What follows belongs to an exercise in optimizing a design on an open flow for small area and a short achievable clock period; a production flow would make more cautious choices. RTL that was checked went through simulation tests only; none was proved equivalent to the original. The flow treats the clock pin as an ideal source. Dropping or thinning the clock tree relies on that and would not hold on a real chip. Power figures rest on the tool's default switching activity, not on a simulated workload.

Setup of job 101:
// part4
module part4(
    input clk,
    input [127:0] a,
    input [127:0] b,
    input cin,
    output [127:0] s,
    output cout
);
==> flow/config.mk <==
export PLATFORM = sky130hd
export DESIGN_NAME = part4
export DESIGN_NICKNAME = part4
export VERILOG_FILES = /design/flow/design.v
export SDC_FILE = /design/flow/constraint.sdc
export NUM_CORES = 4
export LEC_CHECK = 0
export CAP_MARGIN = 20
export CORE_MARGIN = 2
export CORE_UTILIZATION = 60
export PLACE_DENSITY = 0.75
export SETUP_SLACK_MARGIN = 1.8
export SLEW_MARGIN = 20
export SYNTH_HIERARCHICAL = 1
export SYNTH_MINIMUM_KEEP_SIZE = 0
==> flow/constraint.sdc <==
create_clock -name core_clock -period 3.2 [get_ports {clk}]
set_input_delay 0.6400 -clock core_clock [delete_from_list [all_inputs] [get_ports {clk}]]
set_output_delay 0.6400 -clock core_clock [all_outputs]
set_load 0.01 [all_outputs]
standard.sh (not shown) runs the stock make flow with config.mk's settings and CLKGATE_MAP_FILE= SYNTH_SCRIPT=/design/flow/synth_recipe.tcl, a recipe that flattens the netlist after the stock synthesis.
==> flow/flow/run.sh <==
#!/bin/bash
# The standard layout with three changes: the smallest buffer on the ports,
# a shallow two-level clock tree (flow/cts_tree.tcl) in place of
# TritonCTS's, and stronger cells on the paths to the outputs (set when the
# tree is built; the resizer still sizes everything as usual afterwards).
# make's full output goes to make.log in this folder.
set -euo pipefail
export BUFFER_PORTS_ARGS="-buffer_cell sky130_fd_sc_hd__buf_1"
export PRE_CTS_TCL="$(pwd)/flow/cts_tree.tcl"
export CTS_TREE_OUT_BUF=sky130_fd_sc_hd__buf_4
export CTS_TREE_OUT_FF=sky130_fd_sc_hd__dfxtp_2
bash standard.sh > make.log 2>&1
Other scripts of this flow, unchanged in this note and not shown: flow/flow/cts_tree.tcl
## Diff of input files: job 102 against job 101
- swapping 1.8 for 1.6 in SETUP_SLACK_MARGIN
--- outcome ---
Looking only at maximum vdd drop, and setting everything else aside, the higher value of job 102 and job 101 goes to job 101. Going from job 101 to job 102, the setup slack of the worst register-to-register path was found to have gone down by 0.17 ns. Job 102 — design area 4.4% lower, job 101 as reference. Job 101 reports its capture point of the worst path as s[7] while job 102 reports r1gn[7]. Job 102: global-route wire length before repair lower than job 101. Per the final summary, job 102 finished and its layout is clean on timing, DRC and antenna. Every stage of the flow completed for job 101, and the final layout passed the timing, design-rule and antenna checks. Against job 101, routed wire length per instance in job 102 fell by a few percent. Minimum period implied by the final worst setup slack, job 102 and job 101: higher on job 102. Cmp job 102 and job 101 / via count of the first global-routing pass / lower: job 102. Looking at total power, job 102 sits about 2% below job 101. Setup slack in job 102 is smaller than in job 101.
No run of this note takes its clock network from TritonCTS; it comes from the design's own scripts or RTL.

========
Another version of the RTL of part4 (not shown whole).
For scale: about 1900 cells after synthesis, roughly 1100 flip-flops.
==> flow/config.mk <==
export PLATFORM = sky130hd
export DESIGN_NAME = part4
export DESIGN_NICKNAME = part4
export VERILOG_FILES = /design/flow/design.v
export SDC_FILE = /design/flow/constraint.sdc
export NUM_CORES = 4
export LEC_CHECK = 0
export CAP_MARGIN = 20
export CORE_MARGIN = 2
export CORE_UTILIZATION = 40
export SLEW_MARGIN = 20
==> flow/constraint.sdc <==
create_clock -name core_clock -period 3.2 [get_ports {clk}]
set_input_delay 0.6400 -clock core_clock [delete_from_list [all_inputs] [get_ports {clk}]]
set_output_delay 0.6400 -clock core_clock [all_outputs]
set_load 0.01 [all_outputs]
run.sh (not shown) runs the stock make flow with config.mk's settings and CLKGATE_MAP_FILE= SYNTH_SCRIPT=/design/flow/synth_recipe.tcl, a recipe that flattens the netlist after the stock synthesis.
Stock flow here: none of the scripts above is used.
The baseline produced a clean layout.
Next try:
- SETUP_SLACK_MARGIN: default -> 1.6
Result:
- via count is higher by a few percent
- worst setup slack gets better by 0.55 ns
- utilization is higher by 2.3 points
- clock skew is about the same
- synthesized area stays the same
- worst hold slack gets worse by 0.071 ns
- die area does not change
- count of clock-buffer cells in the layout is lower by 13
- global-route usage is higher by 1.0 points
- wire length is higher by a little under a tenth
Next try:
- ABC_AREA: default -> 1
- SETUP_SLACK_MARGIN: 1.6 -> default
After rerunning: The changed run went through all stages and came out clean. Design area is lower by 1.0%. First-iteration DRC count grows by about 14%. Global-route usage decreases by 0.57 points. Maximum frequency came out lower by 22%. Core utilization went down by 2.8 points. Clock skew stays flat. Routed wire length goes down by about 1.3%. Non-clock buffer count shrinks by 55. Die area climbs by 4.2%.
No functional check of the RTL was part of any run of this note.

========
## main
RTL: one of the versions met above, not the one the previous note started from.
For scale: roughly 1,800 cells after synthesis, about 390 I/O pins, roughly 0.029 mm2 of cells after synthesis.
clock: 3.2 ns
lec_check: 0
cap_margin: 20
core_margin: 2
core_utilization: 60
place_density: 0.75
setup_slack_margin: 1.7
slew_margin: 20
synth_hierarchical: 1
synth_minimum_keep_size: 0
standard.sh (not shown) runs the stock make flow with config.mk's settings and CLKGATE_MAP_FILE= SYNTH_SCRIPT=/design/flow/synth_recipe.tcl, a recipe that flattens the netlist after the stock synthesis.
Scripts as last shown in full above: flow/flow/run.sh
Other scripts of this flow, unchanged in this note and not shown: flow/flow/cts_tree.tcl
## Diff of input files: the feature branch against main
==> flow/flow/run.sh <==
#!/bin/bash
# The standard layout with four changes: the smallest drive for every
# combinational cell of the synthesised netlist (flow/downsize.tcl; the
# resizer sizes up where timing needs it), the smallest buffer on the
# ports, a shallow two-level clock tree (flow/cts_tree.tcl) in place of
# TritonCTS's, and stronger cells on the paths to the outputs (set when the
# tree is built; the resizer still sizes everything as usual afterwards).
# make's full output goes to make.log in this folder.
set -euo pipefail
export BUFFER_PORTS_ARGS="-buffer_cell sky130_fd_sc_hd__buf_1"
export PRE_FLOORPLAN_TCL="$(pwd)/flow/downsize.tcl"
export PRE_CTS_TCL="$(pwd)/flow/cts_tree.tcl"
export CTS_TREE_OUT_BUF=sky130_fd_sc_hd__buf_4
export CTS_TREE_OUT_FF=sky130_fd_sc_hd__dfxtp_2
bash standard.sh > make.log 2>&1
==> flow/flow/downsize.tcl (new file) <==
# Sourced by ORFS's floorplan.tcl as PRE_FLOORPLAN_TCL, on the synthesised
# netlist. Yosys's ABC maps the small lookahead modules with drive strength
# 2 gates, sized for a load they do not have; this gives every
# combinational cell the smallest drive of its kind. The floorplan's setup
# repair, and the resizer in the later steps, size up again where timing
# needs it.
set cts_ds_n 0
set cts_ds_area 0.0
foreach inst [[ord::get_db_block] getInsts] {
  set m [[$inst getMaster] getName]
  if { ![regexp {^(sky130_fd_sc_hd__[a-z0-9]+)_([0-9]+)$} $m -> base drive] } { continue }
  if { $drive <= 1 || [string match "*df*" $base] || [string match "*buf*" $base] } { continue }
  set small [[ord::get_db] findMaster "${base}_1"]
  if { $small eq "NULL" } { continue }
  set cts_ds_area [expr { $cts_ds_area + [[$inst getMaster] getWidth] - [$small getWidth] }]
  replace_cell [$inst getName] "${base}_1"
  incr cts_ds_n
}
puts "downsize: $cts_ds_n cells to drive 1"
Findings:
The feature branch and main ended up with nearly the same count of nets after finishing. In the feature branch, the shortest clock period the worst path allows after layout came out 0.020 ns above the value in main. Looking only at power density over the cells, and setting everything else aside, the higher value of the feature branch and main goes to the feature branch. Against main, the feature branch comes in 1 higher on first-pass detailed-route iteration total. Part of the total power dissipated in combinational logic ended up 0.7 points lower on the feature branch than on main. Worst relative slew slack for the feature branch: 1.3 points down relative to main. Of the two candidates, main has the better maximum achievable frequency and the feature branch the worse one. The feature branch and main ended up with nearly the same count of final max-slew check failures. Status: synthesis-to-finish area growth parity (the feature branch, main).
No run of this note takes its clock network from TritonCTS; it comes from the design's own scripts or RTL.

========
Another version of the RTL of part4 (not shown whole).
For scale: roughly 1700 cells after synthesis, about 390 I/O pins.
Design part4, start of the top module:
module part4(
    input clk,
    input [127:0] a,
    input [127:0] b,
    input cin,
    output [127:0] s,
    output cout
);
==> flow/config.mk <==
export PLATFORM = sky130hd
export DESIGN_NAME = part4
export DESIGN_NICKNAME = part4
export VERILOG_FILES = /design/flow/design.v
export SDC_FILE = /design/flow/constraint.sdc
export NUM_CORES = 4
export LEC_CHECK = 0
export CAP_MARGIN = 20
export CORE_MARGIN = 2
export CORE_UTILIZATION = 60
export CTS_BUF_LIST = sky130_fd_sc_hd__clkbuf_8 sky130_fd_sc_hd__clkbuf_16
export CTS_CLUSTER_DIAMETER = 60
export CTS_CLUSTER_SIZE = 20
export PLACE_DENSITY = 0.75
export SETUP_SLACK_MARGIN = 1.4
export SLEW_MARGIN = 20
export SYNTH_HIERARCHICAL = 1
export SYNTH_MINIMUM_KEEP_SIZE = 0
==> flow/constraint.sdc <==
create_clock -name core_clock -period 3.2 [get_ports {clk}]
set_input_delay 0.6400 -clock core_clock [delete_from_list [all_inputs] [get_ports {clk}]]
set_output_delay 0.6400 -clock core_clock [all_outputs]
set_load 0.01 [all_outputs]
==> flow/flow/run.sh <==
#!/bin/bash
# The standard layout, with the smallest buffer on the ports in place of
# the default port buffer; the resizer still upsizes port buffers that
# limit timing. make's full output goes to make.log in this folder.
set -euo pipefail
export BUFFER_PORTS_ARGS="-buffer_cell sky130_fd_sc_hd__buf_1"
bash standard.sh > make.log 2>&1
Edit:
==> flow/run.sh (new file) <==
#!/bin/bash
# synth_recipe.tcl (not shown) runs the flow's synth.tcl, then flattens the netlist and writes it again
# the make line also repeats each setting of config.mk as NAME=value (left out here)
make -C /OpenROAD-flow-scripts/flow DESIGN_CONFIG=/design/flow/config.mk WORK_HOME=/design/flow/orfs CLKGATE_MAP_FILE= SYNTH_SCRIPT=/design/flow/synth_recipe.tcl finish
removed: flow/flow/run.sh
removed: flow/standard.sh
Register-to-register slack gets worse by 0.02 ns.
Global-route usage rose by 0.56 points.
Worst setup slack gets worse by 0.031 ns.
Routed wire length increases by about 1.6%.
Non-clock buffer count decreases by 1.
Area after synthesis stays the same.
Core utilization came out higher by 3.4 points.
Power went up by 0.45%.
Design area came out higher by 4.8%.

## port drivers added, routing unchanged
The results above use ideal ports. As a check the final layouts listed here were re-extracted and re-timed, cells and wires unchanged.
Step 1, drivers: a clkbuf_16 drives clk and a buf_2 each remaining input, both assumed.
Step 2 also shifts input and output timing later by t, the mid clock arrival at the registers, as if the neighbouring blocks saw the same clock.
Three values: no drivers, after step 1, after step 2; two values: the first two.
run	t, ns	slack for setup (ns)	worst setup path after step 2	latest minus earliest clock arrival (ns)	pins driven straight from the clock port
job 101	0.557	1.745 / 1.502 / 1.530	input to register	0.049 / 0.049	4
job 102	0.563	1.684 / 1.477 / 1.513	input to register	0.046 / 0.046	4
the first run of note 2	0.675	0.857 / 0.857 / 0.460	input to register	0.023 / 0.023	1
the second run of note 2	0.667	1.406 / 1.406 / 0.969	input to register	0.019 / 0.019	1
the third run of note 2	0.675	0.915 / 0.858 / 0.614	input to register	0.016 / 0.016	1
main	0.561	1.737 / 1.494 / 1.566	input to register	0.049 / 0.048	4
the feature branch	0.556	1.717 / 1.496 / 1.407	input to register	0.043 / 0.043	4
the first run of note 4	0.673	1.415 / 1.383 / 0.913	input to register	0.022 / 0.022	1
the second run of note 4	0.666	1.384 / 1.400 / 0.748	input to register	0.028 / 0.028	1
After both steps every run listed still meets setup and hold. The setup slack of the second run of note 4, which loses most, moves by +0.016 ns with the drivers and by -0.636 ns with both steps.
